From an optimization exercise on the open Yosys and OpenROAD flow, aimed at small area; shortcuts taken in it are not production practice. In this exercise RTL edits were held to simulation tests only and were not proved equivalent to the original. No activity file was given, so power comes from the tool's default toggle rates.

==> inputs of branch cedar <==
Design piano, start of the top module:
module piano (input wire clk,
              input wire rst_n,
              input wire [12:0] key,
              input wire [1:0] pitch,
              input wire switch_sel,
              input wire autoplay_n,
              output wire buzzer,
              output wire speaker,
              output wire [8:0] seg1,
              output wire [8:0] seg2);
==> module dac, before the edit <==
module dac (input wire clk,
            input wire rst,
            input wire [7:0] am,
            output reg pwm);
    reg [8:0] u;
    reg [7:0] amq;
    wire wrap = u[8];                  
    reg skip;                          
    always @(*)
        case (u)
            9'd0, 9'd15, 9'd30, 9'd45, 9'd60, 9'd75, 9'd90, 9'd105, 9'd120,
            9'd135, 9'd150, 9'd165, 9'd180, 9'd195, 9'd210, 9'd225, 9'd240: skip = 1'b1;
            default: skip = 1'b0;
        endcase
    always @(posedge clk or posedge rst) begin
        if (rst) begin
            u   <= 9'd0;
            amq <= 8'd0;
            pwm <= 1'b0;
        end
        else begin
            if (wrap) begin
                u   <= 9'd0;
                amq <= am;
            end
            else
                u <= u + (skip ? 9'd2 : 9'd1);
            pwm <= {1'b0, amq} < u;
        end
    end
endmodule
==> module autoplay, before the edit <==
module autoplay (input wire clk,
                 input wire rst,
                 input wire play_en,
                 output wire strobe,
                 output wire on,
                 output wire [5:0] code);
    reg [1:0] sta;
    reg [7:0] q;
    reg [3:0] r;
    reg [10:0] i;
    wire [10:0] rom_out;
    reg [10:0] entry;
    wire [7:0] delay;
    srom srom_u (i, rom_out);
    always @(posedge clk)
        entry <= rom_out;
    sdrom sdrom_u ({entry[5], entry[10:6]}, delay);
    snrom snrom_u (entry[4:0], code);
    assign strobe = sta[1];
    assign on     = entry[5];
    always @(posedge clk or posedge rst) begin
        if (rst) begin
            sta <= 2'd0;
            q   <= 8'd0;
            r   <= 4'd0;
            i   <= 11'd0;
        end
        else if (play_en) begin
            if (r == 4'd8) begin
                r <= 4'd0;
                q <= q + 1'b1;
            end
            else
                r <= r + 1'b1;
            case (sta)
                2'd0: if (q == delay) begin
                    q   <= 8'd0;
                    r   <= 4'd0;
                    sta <= 2'd1;
                end
                2'd1: sta <= 2'd3;
                default: begin
                    sta <= 2'd0;
                    i   <= (i == 11'd1393) ? 11'd0 : i + 1'b1;
                end
            endcase
        end
    end
endmodule
==> module keyboard, before the edit <==
module keyboard (input wire clk,
                 input wire rst,
                 input wire scan13_en,
                 input wire scan_en,
                 input wire [12:0] key,
                 input wire [1:0] pitch,
                 output wire strobe,
                 output wire on,
                 output wire [5:0] code);
    reg [1:0] sta;
    reg [3:0] scan_i;
    reg [12:0] key_up;         
    reg [1:0] shift;           
    reg [1:0] shift_c;         
    reg [1:0] pitch_last;
    assign strobe = sta[1];
    assign on     = key_up[12];
    assign code   = {shift_c, 2'b00} * 3 + ((scan_i == 4'd0) ? 4'd13 : scan_i);
    wire cur = key[scan_i];
    wire [1:0] shift_dn = ((pitch_last[0] & ~pitch[0]) && shift != 2'd0) ? shift - 1'b1 : shift;
    wire [1:0] shift_n  = ((pitch_last[1] & ~pitch[1]) && shift_dn != 2'd3) ? shift_dn + 1'b1 : shift_dn;
    always @(posedge clk or posedge rst) begin
        if (rst) begin
            sta      <= 2'd0;
            scan_i   <= 4'd0;
            key_up   <= 13'h0000;
        end
        else if (scan13_en) begin
            case (sta)
                2'd0: begin
                    if (key_up[0] == cur)
                        sta <= 2'd1;
                    key_up   <= {~cur, key_up[12:1]};
                    scan_i   <= (scan_i == 4'd12) ? 4'd0 : scan_i + 1'b1;
                end
                2'd1: sta <= 2'd2;
                default: sta <= 2'd0;
            endcase
        end
    end
    always @(posedge clk) begin
        if (scan13_en && sta == 2'd0 && key_up[0] == cur)
            shift_c <= shift;
    end
    always @(posedge clk or posedge rst) begin
        if (rst) begin
            shift      <= 2'd1;
            pitch_last <= 2'b11;
        end
        else if (scan_en) begin
            shift      <= shift_n;
            pitch_last <= pitch;
        end
    end
endmodule
==> flow/config.mk <==
export PLATFORM = sky130hd
export DESIGN_NAME = piano
export DESIGN_NICKNAME = piano
export VERILOG_FILES = /design/flow/design.v
export SDC_FILE = /design/flow/constraint.sdc
export NUM_CORES = 4
export LEC_CHECK = 0
export CAP_MARGIN = 20
export CORE_MARGIN = 2
export CORE_UTILIZATION = 30
export CTS_BUF_LIST = sky130_fd_sc_hd__clkbuf_8 sky130_fd_sc_hd__clkbuf_16
export CTS_CLUSTER_DIAMETER = 100
export CTS_CLUSTER_SIZE = 20
export GPL_TIMING_DRIVEN = 0
export PLACE_DENSITY = 0.4
export SETUP_SLACK_MARGIN = 0.3
export SLEW_MARGIN = 20
export SYNTH_MEMORY_MAX_BITS = 65536
==> flow/constraint.sdc <==
create_clock -name core_clock -period 10.0 [get_ports {clk}]
set_input_delay 2.0000 -clock core_clock [delete_from_list [all_inputs] [get_ports {clk}]]
set_output_delay 2.0000 -clock core_clock [all_outputs]
set_load 0.01 [all_outputs]
standard.sh (not shown) runs the stock make flow with config.mk's settings and CLKGATE_MAP_FILE= SYNTH_SCRIPT=/design/flow/synth_recipe.tcl, a recipe that flattens the netlist after the stock synthesis.
==> flow/flow/run.sh <==
#!/bin/bash
# Own layout flow: the standard synthesis, then the combinational logic
# between the (unchanged) registers is re-mapped by ABC for area, then the standard flow's
# standard layout from floorplan to finish on that netlist.
set -euo pipefail
R=orfs/results/${FLOW_PLATFORM}/piano/base
LIB=${FLOW_HOME}/platforms/${FLOW_PLATFORM}/lib/sky130_fd_sc_hd__tt_025C_1v80.lib
YOSYS=$(command -v yosys || echo ${FLOW_HOME}/../tools/install/yosys/bin/yosys)

# 1. standard synthesis (register names and cell types come from here)
bash standard.sh synth > 1_standard_synth.log 2>&1
cp ${R}/1_2_yosys.v 1_2_yosys_standard.v

# 2. re-map the combinational logic; sequential and tie cells stay as they are
SEQ=$(grep -oE 'sky130_fd_sc_hd__(df|edf|dl|sdf|conb)[a-z0-9_]*' 1_2_yosys_standard.v | sort -u | tr '\n' ' ')
cat > resyn.abc <<EOA
strash
dch -f
map -a
strash
dch -f
amap
strash
dch -f
amap
topo
EOA
cat > resyn.ys <<EOY
read_liberty -ignore_miss_func ${LIB}
blackbox ${SEQ}
read_verilog 1_2_yosys_standard.v
hierarchy -top ${FLOW_TOP}
flatten
opt_clean
abc -liberty ${LIB} -dont_use sky130_fd_sc_hd__probe* -dont_use sky130_fd_sc_hd__lpflow_* -script resyn.abc
opt_clean -purge
hilomap -singleton -hicell sky130_fd_sc_hd__conb_1 HI -locell sky130_fd_sc_hd__conb_1 LO
splitnets
opt_clean -purge
tee -o resyn_stat.txt stat -liberty ${LIB}
write_verilog -noattr -nohex -nodec 1_2_yosys_resyn.v
EOY
${YOSYS} -s resyn.ys > 2_resyn.log 2>&1
cp 1_2_yosys_resyn.v ${R}/1_2_yosys.v
rm -f ${R}/1_synth.odb ${R}/1_synth.sdc

# 3. standard layout on the re-mapped netlist
bash standard.sh finish > 3_standard_finish.log 2>&1
==> inputs of branch nickel, as changes to branch cedar <==
--- a/flow/design.v
+++ b/flow/design.v
@@ -67,13 +67,7 @@
     reg [8:0] u;
     reg [7:0] amq;
     wire wrap = u[8];                  
-    reg skip;                          
-    always @(*)
-        case (u)
-            9'd0, 9'd15, 9'd30, 9'd45, 9'd60, 9'd75, 9'd90, 9'd105, 9'd120,
-            9'd135, 9'd150, 9'd165, 9'd180, 9'd195, 9'd210, 9'd225, 9'd240: skip = 1'b1;
-            default: skip = 1'b0;
-        endcase
+    wire skip = (u % 9'd15) == 9'd0;
     always @(posedge clk or posedge rst) begin
         if (rst) begin
             u   <= 9'd0;
@@ -402,12 +396,9 @@
     reg [7:0] q;
     reg [3:0] r;
     reg [10:0] i;
-    wire [10:0] rom_out;
-    reg [10:0] entry;
+    wire [10:0] entry;
     wire [7:0] delay;
-    srom srom_u (i, rom_out);
-    always @(posedge clk)
-        entry <= rom_out;
+    srom srom_u (i, entry);
     sdrom sdrom_u ({entry[5], entry[10:6]}, delay);
     snrom snrom_u (entry[4:0], code);
     assign strobe = sta[1];
@@ -526,12 +517,12 @@
                  output wire [5:0] code);
     reg [1:0] sta;
     reg [3:0] scan_i;
-    reg [12:0] key_up;         
+    reg [12:0] key_last;       
     reg [1:0] shift;           
     reg [1:0] shift_c;         
     reg [1:0] pitch_last;
     assign strobe = sta[1];
-    assign on     = key_up[12];
+    assign on     = ~key_last[12];
     assign code   = {shift_c, 2'b00} * 3 + ((scan_i == 4'd0) ? 4'd13 : scan_i);
     wire cur = key[scan_i];
     wire [1:0] shift_dn = ((pitch_last[0] & ~pitch[0]) && shift != 2'd0) ? shift - 1'b1 : shift;
@@ -540,14 +531,14 @@
         if (rst) begin
             sta      <= 2'd0;
             scan_i   <= 4'd0;
-            key_up   <= 13'h0000;
+            key_last <= 13'h1fff;
         end
         else if (scan13_en) begin
             case (sta)
                 2'd0: begin
-                    if (key_up[0] == cur)
+                    if (key_last[0] != cur)
                         sta <= 2'd1;
-                    key_up   <= {~cur, key_up[12:1]};
+                    key_last <= {cur, key_last[12:1]};
                     scan_i   <= (scan_i == 4'd12) ? 4'd0 : scan_i + 1'b1;
                 end
                 2'd1: sta <= 2'd2;
@@ -556,7 +547,7 @@
         end
     end
     always @(posedge clk) begin
-        if (scan13_en && sta == 2'd0 && key_up[0] == cur)
+        if (scan13_en && sta == 2'd0 && key_last[0] != cur)
             shift_c <= shift;
     end
     always @(posedge clk or posedge rst) begin
--- a/flow/config.mk
+++ b/flow/config.mk
@@ -13,6 +13,5 @@
 export CTS_CLUSTER_SIZE = 20
 export GPL_TIMING_DRIVEN = 0
 export PLACE_DENSITY = 0.4
-export SETUP_SLACK_MARGIN = 0.3
 export SLEW_MARGIN = 20
 export SYNTH_MEMORY_MAX_BITS = 65536
==> comparison <==
Between branch cedar and branch nickel, the lower clock skew is in branch cedar (gap 0.0092 ns).
Between branch nickel and branch cedar, the lower die area is in branch nickel (gap about 0.55%, measured against branch cedar).
Branch nickel ran to the end with violations: negative setup slack. Branch cedar produced a clean layout.
Between branch nickel and branch cedar, the lower sequential share of layout area is in branch nickel (gap 0.52 points).
In branch nickel the global-route usage is higher than in branch cedar, by 1.3 points.
Between branch cedar and branch nickel, the lower worst setup slack is in branch nickel (gap 1.4 ns).
Of branch nickel and branch cedar, branch cedar has the higher sequential power (gap about 3%, measured against branch cedar).
In branch nickel the flip-flop and latch count is lower than in branch cedar, by 11.

[static timing again, ports no longer ideal]
In the flow no input, the clock included, has a driving cell. The finished layouts below were timed again as built, in two steps.
Step 1 sets driving cells, clkbuf_16 on the clock port and buf_2 on the other inputs (assumed; they add their load-dependent delay and slew).
Step 2 times the ports against the registers' clock, not the clock port: input delays grow and output delays shrink by t, the midpoint of the rising clock arrivals with the driver on.
a / b / c = ideal ports / drivers / drivers and shift; a / b = the first two.
run	t, ns	slack for setup (ns)	worst register clock-pin slew, ns	worst data-port slew with drivers (ns)	cell pins on the clock port's net
branch cedar	0.721	1.255 / 1.255 / 1.255	0.09 / 0.09	0.05	1
branch nickel	0.681	-0.112 / -0.112 / -0.112	0.09 / 0.09	0.06	1
